This design comes from an exercise in tuning for small area and a short achievable clock period on the open sky130 flow, not from production work.
RTL that was checked went through simulation tests only; none was proved equivalent to the original.
Power is estimated from default activity; no workload was simulated.

==> flow/design.v <==
`timescale 1ns / 1ps
module CPU(
    input clock,
    input Load,
    input reset,
    input [7:0] data_in,
    output [7:0] Instruction,
    output [7:0] Acc,
    output [7:0] Mem,
    output [4:0] Program_counter
    );
    reg [7:0] ir;        
    reg [3:0] rda;       
    reg [7:0] rdb;       
    reg [4:0] pc;
    reg [4:0] mar;       
    reg [2:0] xop;       
    reg       run;
    reg [7:0] acc;
    reg [7:0] mdr;       
    reg [31:0] vld;      
    reg [255:0] mem;     
    reg       pv;        
    reg [4:0] pa;        
    reg [7:0] pd;        
    wire [2:0] op = ir[7:5];
    wire [4:0] ad = ir[4:0];
    wire issue = ~Load & (|op);
    wire xalu = xop[2] ^ xop[1];             
    wire xsto = xop == 3'b110;
    wire acc_we = run & ~Load & xalu;
    wire mem_we = run & ~Load & xsto;
    wire [7:0] a = acc;
    wire [7:0] b = mdr;
    wire [7:0] p = a ^ b;
    wire [7:0] g = a & b;
    wire [7:0] o = a | b;
    wire [7:0] g1, p1, g2, p2, g3;
    genvar i;
    generate
        for (i = 0; i < 8; i = i + 1) begin : l1
            if (i % 2 == 1) begin : m
                assign g1[i] = g[i] | (p[i] & g[i-1]);
                assign p1[i] = p[i] & p[i-1];
            end else begin : k
                assign g1[i] = g[i];
                assign p1[i] = p[i];
            end
        end
        for (i = 0; i < 8; i = i + 1) begin : l2
            if (i % 4 >= 2) begin : m
                assign g2[i] = g1[i] | (p1[i] & g1[(i/4)*4+1]);
                assign p2[i] = p1[i] & p1[(i/4)*4+1];
            end else begin : k
                assign g2[i] = g1[i];
                assign p2[i] = p1[i];
            end
        end
        for (i = 0; i < 8; i = i + 1) begin : l3
            if (i >= 4) begin : m
                assign g3[i] = g2[i] | (p2[i] & g2[3]);
            end else begin : k
                assign g3[i] = g2[i];
            end
        end
    endgenerate
    wire [7:0] sum = p ^ {g3[6:0], 1'b0};
    reg [7:0] alu;
    always @(*) begin
        case ({xop[2], xop[0]})
            2'b00: alu = sum;    
            2'b01: alu = g;      
            2'b10: alu = p;      
            default: alu = b;    
        endcase
    end
    wire z_add = ~p[0] & (&(p[7:1] ~^ o[6:0]));
    reg zalu;
    always @(*) begin
        case ({xop[2], xop[0]})
            2'b00: zalu = z_add;
            2'b01: zalu = ~|g;
            2'b10: zalu = ~|p;
            default: zalu = ~|b;
        endcase
    end
    wire zero = xalu ? zalu : ~|a;
    wire [31:0] rsel;
    wire [7:0] rdata;
    generate
        for (i = 0; i < 32; i = i + 1) begin : rs
            assign rsel[i] = rda[i % 4] & rdb[i / 4] & vld[i];
        end
        for (i = 0; i < 8; i = i + 1) begin : rb
            wire [31:0] t;
            genvar j;
            for (j = 0; j < 32; j = j + 1) begin : w
                assign t[j] = rsel[j] & mem[8*j + i];
            end
            wire r1b = rda[3] & rdb[6] & ~vld[27];
            wire r1c = rda[0] & rdb[7] & ~vld[28];
            assign rdata[i] = (|t) | r1b | ((i % 2 == 1) ? r1c : 1'b0);
        end
    endgenerate
    wire fwd = mem_we & (mar == ad);        
    wire pfwd = pv & (pa == ad);            
    always @(posedge clock or posedge reset) begin
        if (reset) begin
            ir  <= 8'd0;
            rda <= 4'b0001;
            rdb <= 8'b00000001;
            pc  <= 5'd0;
            mar <= 5'd0;
            xop <= 3'd0;
            run <= 1'b0;
            acc <= 8'd0;
            mdr <= 8'd0;
            vld <= 32'd0;
        end else begin
            ir  <= data_in;
            rda <= 4'b1 << data_in[1:0];
            rdb <= 8'b1 << data_in[4:2];
            run <= issue;
            if (issue) begin
                mar <= ad;
                xop <= op;
                if (op == 3'b111)
                    pc <= ad;
                else if (op == 3'b001 && zero)
                    pc <= pc + 5'd2;
                else
                    pc <= pc + 5'd1;
                mdr <= fwd ? acc : pfwd ? pd : rdata;
            end else if (mem_we) begin
                mdr <= acc;
            end
            if (acc_we)
                acc <= alu;
            vld <= vld | wsel;
        end
    end
    always @(posedge clock or posedge reset) begin
        if (reset)
            pv <= 1'b0;
        else
            pv <= mem_we;
    end
    always @(posedge clock) begin
        pa <= mar;
        pd <= acc;
    end
    wire [3:0] wra = 4'b1 << pa[1:0];
    wire [7:0] wrb = 8'b1 << pa[4:2];
    wire [31:0] wsel;
    generate
        for (i = 0; i < 32; i = i + 1) begin : ws
            assign wsel[i] = pv & wra[i % 4] & wrb[i / 4];
            always @(posedge clock) begin
                if (wsel[i])
                    mem[8*i +: 8] <= pd;
            end
        end
    endgenerate
    assign Instruction = ir;
    assign Acc = acc;
    assign Mem = mdr;
    assign Program_counter = pc;
endmodule
Settings: LEC_CHECK=0, CAP_MARGIN=20, CORE_MARGIN=2, CORE_UTILIZATION=55, CTS_CLUSTER_DIAMETER=80, CTS_CLUSTER_SIZE=24, SETUP_SLACK_MARGIN=3.8, SLEW_MARGIN=20; clock period 6.2 ns.
standard.sh (not shown) runs the stock make flow with config.mk's settings and CLKGATE_MAP_FILE= SYNTH_SCRIPT=/design/flow/synth_recipe.tcl, a recipe that flattens the netlist after the stock synthesis.
==> flow/flow/run.sh <==
#!/bin/bash
# Layout: the standard ORFS flow, with the port buffers made plain buffers
# (buf_4) instead of the cell buffer_ports picks by default (a delay cell).
set -euo pipefail
bash standard.sh BUFFER_PORTS_ARGS="-buffer_cell sky130_fd_sc_hd__buf_4" finish > flow_standard.log 2>&1
==> next run, changes <==
--- a/flow/design.v
+++ b/flow/design.v
@@ -7,14 +7,12 @@
     output [7:0] Instruction,
     output [7:0] Acc,
     output [7:0] Mem,
     output [4:0] Program_counter
     );
     reg [7:0] ir;        
-    reg [3:0] rda;       
-    reg [7:0] rdb;       
     reg [4:0] pc;
     reg [4:0] mar;       
     reg [2:0] xop;       
     reg       run;
     reg [7:0] acc;
     reg [7:0] mdr;       
@@ -82,12 +80,14 @@
             2'b01: zalu = ~|g;
             2'b10: zalu = ~|p;
             default: zalu = ~|b;
         endcase
     end
     wire zero = xalu ? zalu : ~|a;
+    wire [3:0] rda = 4'b1 << ad[1:0];
+    wire [7:0] rdb = 8'b1 << ad[4:2];
     wire [31:0] rsel;
     wire [7:0] rdata;
     generate
         for (i = 0; i < 32; i = i + 1) begin : rs
             assign rsel[i] = rda[i % 4] & rdb[i / 4] & vld[i];
         end
@@ -104,25 +104,21 @@
     endgenerate
     wire fwd = mem_we & (mar == ad);        
     wire pfwd = pv & (pa == ad);            
     always @(posedge clock or posedge reset) begin
         if (reset) begin
             ir  <= 8'd0;
-            rda <= 4'b0001;
-            rdb <= 8'b00000001;
             pc  <= 5'd0;
             mar <= 5'd0;
             xop <= 3'd0;
             run <= 1'b0;
             acc <= 8'd0;
             mdr <= 8'd0;
             vld <= 32'd0;
         end else begin
             ir  <= data_in;
-            rda <= 4'b1 << data_in[1:0];
-            rdb <= 8'b1 << data_in[4:2];
             run <= issue;
             if (issue) begin
                 mar <= ad;
                 xop <= op;
                 if (op == 3'b111)
                     pc <= ad;
What happened: The new run completed without violations; cell area rises by about 0.5%; global-route usage rises by 0.45 points; total power falls by about 2%; routed wire length rises by 1.1%; clock skew rises by 13 ps; worst hold slack improved by 12 ps.
For the second run of this note, only the layout was checked, not whether the RTL still works.

-- re-timing with driven ports --
Ports are ideal in the flow. The routed layouts listed here were re-timed in OpenROAD.
Step 1, drivers: a clkbuf_16 drives clock and a buf_2 each remaining input, both assumed.
Step 2 also shifts input and output timing later by t, the mid clock arrival at the registers, as if the neighbouring blocks saw the same clock.
a / b / c = no drivers / after step 1 / after step 2; a / b = the first two.
run | t (ns) | setup WS [ns] | worst setup path at the end
the first run | 0.564 | 3.701 / 3.650 / 3.386 | input to register
the second run | 0.571 | 3.678 / 3.678 / 3.326 | input to register
After both steps setup and hold are still met in every run listed. The setup slack of the second run, which loses most, moves by 0.000 ns with the drivers and by -0.352 ns with both steps.
